Context: an optimization exercise on an open-source flow, tuned for small area, a short achievable clock period and few clock cycles per item. The choices shown serve that exercise and are no tape-out recipe.
The flow treats the clock pin as an ideal source. Dropping or thinning the clock tree relies on that and would not hold on a real chip.
Power is estimated from default activity; no workload was simulated.

## function_calculator
module function_calculator(
    input clk_i,
    input rst_i,
    input [15:0] sw_i,
    input start_i,
    output busy_o,
    output reg [15:0] y_calc
 );
    function [3:0] low4;
        input [5:0] ar;
        low4 = {ar[3] & (ar[4] ^ ar[5]), ar[4] & ~ar[3], 1'b0, ar[3]} + ar[2:0];
    endfunction
    wire [7:0] b_i = sw_i[7:0];
    wire [2:0] r_d = (b_i >= 8'd216) ? 3'd6 :
                     (b_i >= 8'd125) ? 3'd5 :
                     (b_i >= 8'd64)  ? 3'd4 :
                     (b_i >= 8'd27)  ? 3'd3 :
                     (b_i >= 8'd8)   ? 3'd2 :
                     (b_i >= 8'd1)   ? 3'd1 : 3'd0;
    wire [7:0] aa = sw_i[15:8];
    wire n0 = aa[2] & ~aa[1];
    wire n1 = aa[2] & aa[1];
    wire n2 = aa[3] & ~aa[2];
    wire n3 = aa[3] & aa[2];
    wire n4 = aa[4] & ~aa[3];
    wire n5 = aa[4] & aa[3];
    wire n6 = aa[5] & ~aa[4];
    wire n7 = aa[5] & aa[4];
    wire n8 = aa[6] & ~aa[5];
    wire n9 = aa[6] & aa[5];
    wire n10 = aa[7] & ~aa[6];
    wire n11 = aa[7] & aa[6];
    wire n12 = aa[0] & aa[3];
    wire n13 = aa[0] & aa[4];
    wire n14 = aa[0] & aa[5];
    wire n15 = aa[0] & aa[6];
    wire n16 = aa[0] & aa[7];
    wire n17 = aa[1] & aa[3];
    wire n18 = aa[1] & aa[4];
    wire n19 = aa[1] & aa[5];
    wire n20 = aa[1] & aa[6];
    wire n21 = aa[1] & aa[7];
    wire n22 = aa[2] & aa[4];
  ...
Size: roughly 270 cells after synthesis, roughly 16 flip-flops, roughly 0.0018 mm^2 of cells after synthesis.
export LEC_CHECK = 0
export ABC_AREA = 1
export CAP_MARGIN = 20
export CORE_MARGIN = 2
export CORE_UTILIZATION = 40
export SLEW_MARGIN = 20
export SYNTH_HIERARCHICAL = 1
export SYNTH_MINIMUM_KEEP_SIZE = 0
export BUFFER_PORTS_ARGS = -buffer_cell sky130_fd_sc_hd__buf_1
export CTS_ARGS = -buf_list sky130_fd_sc_hd__clkbuf_4 -root_buf sky130_fd_sc_hd__clkbuf_8 -dont_use_dummy_load -repair_clock_nets
export POST_CTS_TCL = /design/flow/flow/post_cts.tcl
create_clock -name core_clock -period 5.0 [get_ports {clk_i}]
standard.sh (not shown) runs the stock make flow with config.mk's settings and CLKGATE_MAP_FILE= SYNTH_SCRIPT=/design/flow/synth_recipe.tcl, a recipe that flattens the netlist after the stock synthesis.
==> flow/flow/run.sh <==
#!/bin/bash
# Standard layout with two changes:
#  - port buffers are buf_1 cells (the resizer's default pick is clkdlybuf4s50_1,
#    larger and slower);
#  - after CTS, the clock tree's leaf buffers are removed so one root clock
#    buffer drives every flip-flop (the design has only a few registers).
set -euo pipefail
here=$(pwd)
echo 'export BUFFER_PORTS_ARGS = -buffer_cell sky130_fd_sc_hd__buf_1' >> config.mk
echo 'export CTS_ARGS = -buf_list sky130_fd_sc_hd__clkbuf_4 -root_buf sky130_fd_sc_hd__clkbuf_8 -dont_use_dummy_load -repair_clock_nets' >> config.mk
echo "export POST_CTS_TCL = $here/flow/post_cts.tcl" >> config.mk
bash standard.sh > standard.log 2>&1
==> flow/flow/post_cts.tcl <==
# Collapse the clock tree to a single buffer: every sink of a leaf clock
# buffer is moved onto the root buffer's output net, then the leaf buffers
# are deleted.
set block [ord::get_db_block]
set clk_port_net [$block findNet clk_i]
set root ""
foreach it [$clk_port_net getITerms] {
  set inst [$it getInst]
  if {[string match "*clkbuf*" [[$inst getMaster] getName]]} { set root $inst }
}
if {$root ne ""} {
  set rootnet [[$root findITerm X] getNet]
  set leaves {}
  foreach it [$rootnet getITerms] {
    set inst [$it getInst]
    if {$inst ne $root && [string match "*clkbuf*" [[$inst getMaster] getName]]} {
      lappend leaves $inst
    }
  }
  foreach leaf $leaves {
    set out [[$leaf findITerm X] getNet]
    set sinks {}
    foreach it [$out getITerms] {
      if {[$it getInst] ne $leaf} { lappend sinks $it }
    }
    foreach it $sinks {
      $it disconnect
      $it connect $rootnet
    }
    [$leaf findITerm A] disconnect
    [$leaf findITerm X] disconnect
    odb::dbInst_destroy $leaf
    odb::dbNet_destroy $out
  }
  puts "post_cts: moved sinks of [llength $leaves] leaf buffers onto [$root getName]"
}
estimate_parasitics -placement
report_clock_skew
report_checks -path_delay max -format end
Change:
==> flow/flow/run.sh (replaced) <==
#!/bin/bash
# Standard layout, with the port buffers inserted as buf_1 cells instead of
# the resizer's default choice (clkdlybuf4s50_1, larger and slower), and a
# smaller clock tree (no sink clustering, no dummy loads).
set -euo pipefail
echo 'export BUFFER_PORTS_ARGS = -buffer_cell sky130_fd_sc_hd__buf_1' >> config.mk
echo 'export CTS_ARGS = -buf_list sky130_fd_sc_hd__clkbuf_4 -root_buf sky130_fd_sc_hd__clkbuf_4 -dont_use_dummy_load -repair_clock_nets' >> config.mk
bash standard.sh > standard.log 2>&1
ABC_AREA = 0   (was 1)
CTS_ARGS = -buf_list sky130_fd_sc_hd__clkbuf_4 -root_buf sky130_fd_sc_hd__clkbuf_4 -dont_use_dummy_load -repair_clock_nets   (was -buf_list sky130_fd_sc_hd__clkbuf_4 -root_buf sky130_fd_sc_hd__clkbuf_8 -dont_use_dummy_load -repair_clock_nets)
POST_CTS_TCL = default   (was /design/flow/flow/post_cts.tcl)
removed: flow/flow/post_cts.tcl
Effect: The new run finished with timing, DRC and antenna clean. Synthesized area drops by a few percent. Total power climbs by a few percent. Design area drops by a few percent. Clock power climbs by a quarter to a third. Sequential power is about the same. Cell count drops by a quarter to a third. Combinational power is about the same. Fmax drops by a little under a tenth. Via count drops by about a fifth. Core utilization climbs by 2.1 points.
Change:
==> flow/flow/run.sh (replaced) <==
#!/bin/bash
# Standard layout with two changes:
#  - port buffers are buf_1 cells (the resizer's default pick is clkdlybuf4s50_1,
#    larger and slower);
#  - after CTS, the clock tree's leaf buffers are removed so one root clock
#    buffer drives every flip-flop (the design has only a few registers).
set -euo pipefail
here=$(pwd)
echo 'export BUFFER_PORTS_ARGS = -buffer_cell sky130_fd_sc_hd__buf_1' >> config.mk
echo 'export CTS_ARGS = -buf_list sky130_fd_sc_hd__clkbuf_4 -root_buf sky130_fd_sc_hd__clkbuf_8 -dont_use_dummy_load -repair_clock_nets' >> config.mk
echo "export POST_CTS_TCL = $here/flow/post_cts.tcl" >> config.mk
bash standard.sh > standard.log 2>&1
==> flow/flow/post_cts.tcl (new file) <==
# Collapse the clock tree to a single buffer: every sink of a leaf clock
# buffer is moved onto the root buffer's output net, then the leaf buffers
# are deleted.
set block [ord::get_db_block]
set clk_port_net [$block findNet clk_i]
set root ""
foreach it [$clk_port_net getITerms] {
  set inst [$it getInst]
  if {[string match "*clkbuf*" [[$inst getMaster] getName]]} { set root $inst }
}
if {$root ne ""} {
  set rootnet [[$root findITerm X] getNet]
  set leaves {}
  foreach it [$rootnet getITerms] {
    set inst [$it getInst]
    if {$inst ne $root && [string match "*clkbuf*" [[$inst getMaster] getName]]} {
      lappend leaves $inst
    }
  }
  foreach leaf $leaves {
    set out [[$leaf findITerm X] getNet]
    set sinks {}
    foreach it [$out getITerms] {
      if {[$it getInst] ne $leaf} { lappend sinks $it }
    }
    foreach it $sinks {
      $it disconnect
      $it connect $rootnet
    }
    [$leaf findITerm A] disconnect
    [$leaf findITerm X] disconnect
    odb::dbInst_destroy $leaf
    odb::dbNet_destroy $out
  }
  puts "post_cts: moved sinks of [llength $leaves] leaf buffers onto [$root getName]"
}
estimate_parasitics -placement
report_clock_skew
report_checks -path_delay max -format end
ABC_AREA = 1   (was 0)
CORE_UTILIZATION = 50   (was 40)
CTS_ARGS = -buf_list sky130_fd_sc_hd__clkbuf_4 -root_buf sky130_fd_sc_hd__clkbuf_8 -dont_use_dummy_load -repair_clock_nets   (was -buf_list sky130_fd_sc_hd__clkbuf_4 -root_buf sky130_fd_sc_hd__clkbuf_4 -dont_use_dummy_load -repair_clock_nets)
POST_CTS_TCL = /design/flow/flow/post_cts.tcl   (was default)
Effect: Global-route usage rises by 4.6 points. Sequential share of layout area falls by 0.46 points. Utilization rises by 10 points. Wire length rises by a few percent. Clock-buffer cell count falls by 2. Design area rises by a few percent. Worst hold slack gets worse by 0.034 ns.
Change:
==> flow/flow/run.sh (replaced) <==
#!/bin/bash
# Standard layout, with the port buffers inserted as buf_1 cells instead of
# the resizer's default choice (clkdlybuf4s50_1, larger and slower), and a
# smaller clock tree (no sink clustering, no dummy loads).
set -euo pipefail
echo 'export BUFFER_PORTS_ARGS = -buffer_cell sky130_fd_sc_hd__buf_1' >> config.mk
echo 'export CTS_ARGS = -buf_list sky130_fd_sc_hd__clkbuf_4 -root_buf sky130_fd_sc_hd__clkbuf_4 -dont_use_dummy_load -repair_clock_nets' >> config.mk
bash standard.sh > standard.log 2>&1
CORE_UTILIZATION = 40   (was 50)
CTS_ARGS = -buf_list sky130_fd_sc_hd__clkbuf_4 -root_buf sky130_fd_sc_hd__clkbuf_4 -dont_use_dummy_load -repair_clock_nets   (was -buf_list sky130_fd_sc_hd__clkbuf_4 -root_buf sky130_fd_sc_hd__clkbuf_8 -dont_use_dummy_load -repair_clock_nets)
POST_CTS_TCL = default   (was /design/flow/flow/post_cts.tcl)
removed: flow/flow/post_cts.tcl
Worst hold slack barely changes.
Design area rises by 0.86%.
Sequential power stays flat.
First-iteration DRC count went down by 33%.
Global-route usage went down by 5.1 points.
Die area rose by 23%.
Clock skew stays the same.
Critical path depth does not change.
No functional check of the RTL was part of any run of this note.

## re-timing with driven ports
Ports are ideal in the flow. The routed layouts listed here were re-timed in OpenROAD. Step 1 (the two cells are an assumption about what drives the block):
set clk [get_ports {clk_i}]
set_driving_cell -lib_cell sky130_fd_sc_hd__clkbuf_16 $clk
set_driving_cell -lib_cell sky130_fd_sc_hd__buf_2 [delete_from_list [all_inputs] $clk]
Step 2 adds t to the input delays and takes it off the output delays; t is the mean of the earliest and latest rising clock arrival at the registers after step 1. Input paths then give back, and output paths get back, about the clock's delay inside the block. Slacks: no drivers / after step 1 / after step 2; pairs: no drivers / after step 1.
run	t (ns)	setup slack, ns	hold slack, ns	clock arrival spread, ns
the first run	0.175	1.367 / 1.368 / 1.193	0.465 / 0.465 / 0.465	0.001 / 0.000
the second run	0.295	1.016 / 1.011 / 0.716	0.499 / 0.499 / 0.499	0.004 / 0.004
the third run	0.179	1.357 / 1.362 / 1.182	0.465 / 0.465 / 0.465	0.002 / 0.001
the fourth run	0.295	1.483 / 1.481 / 1.186	0.465 / 0.465 / 0.465	0.013 / 0.012
After both steps every run listed still meets setup and hold. The setup slack of the second run, which loses most, moves by -0.005 ns with the drivers and by -0.300 ns with both steps.
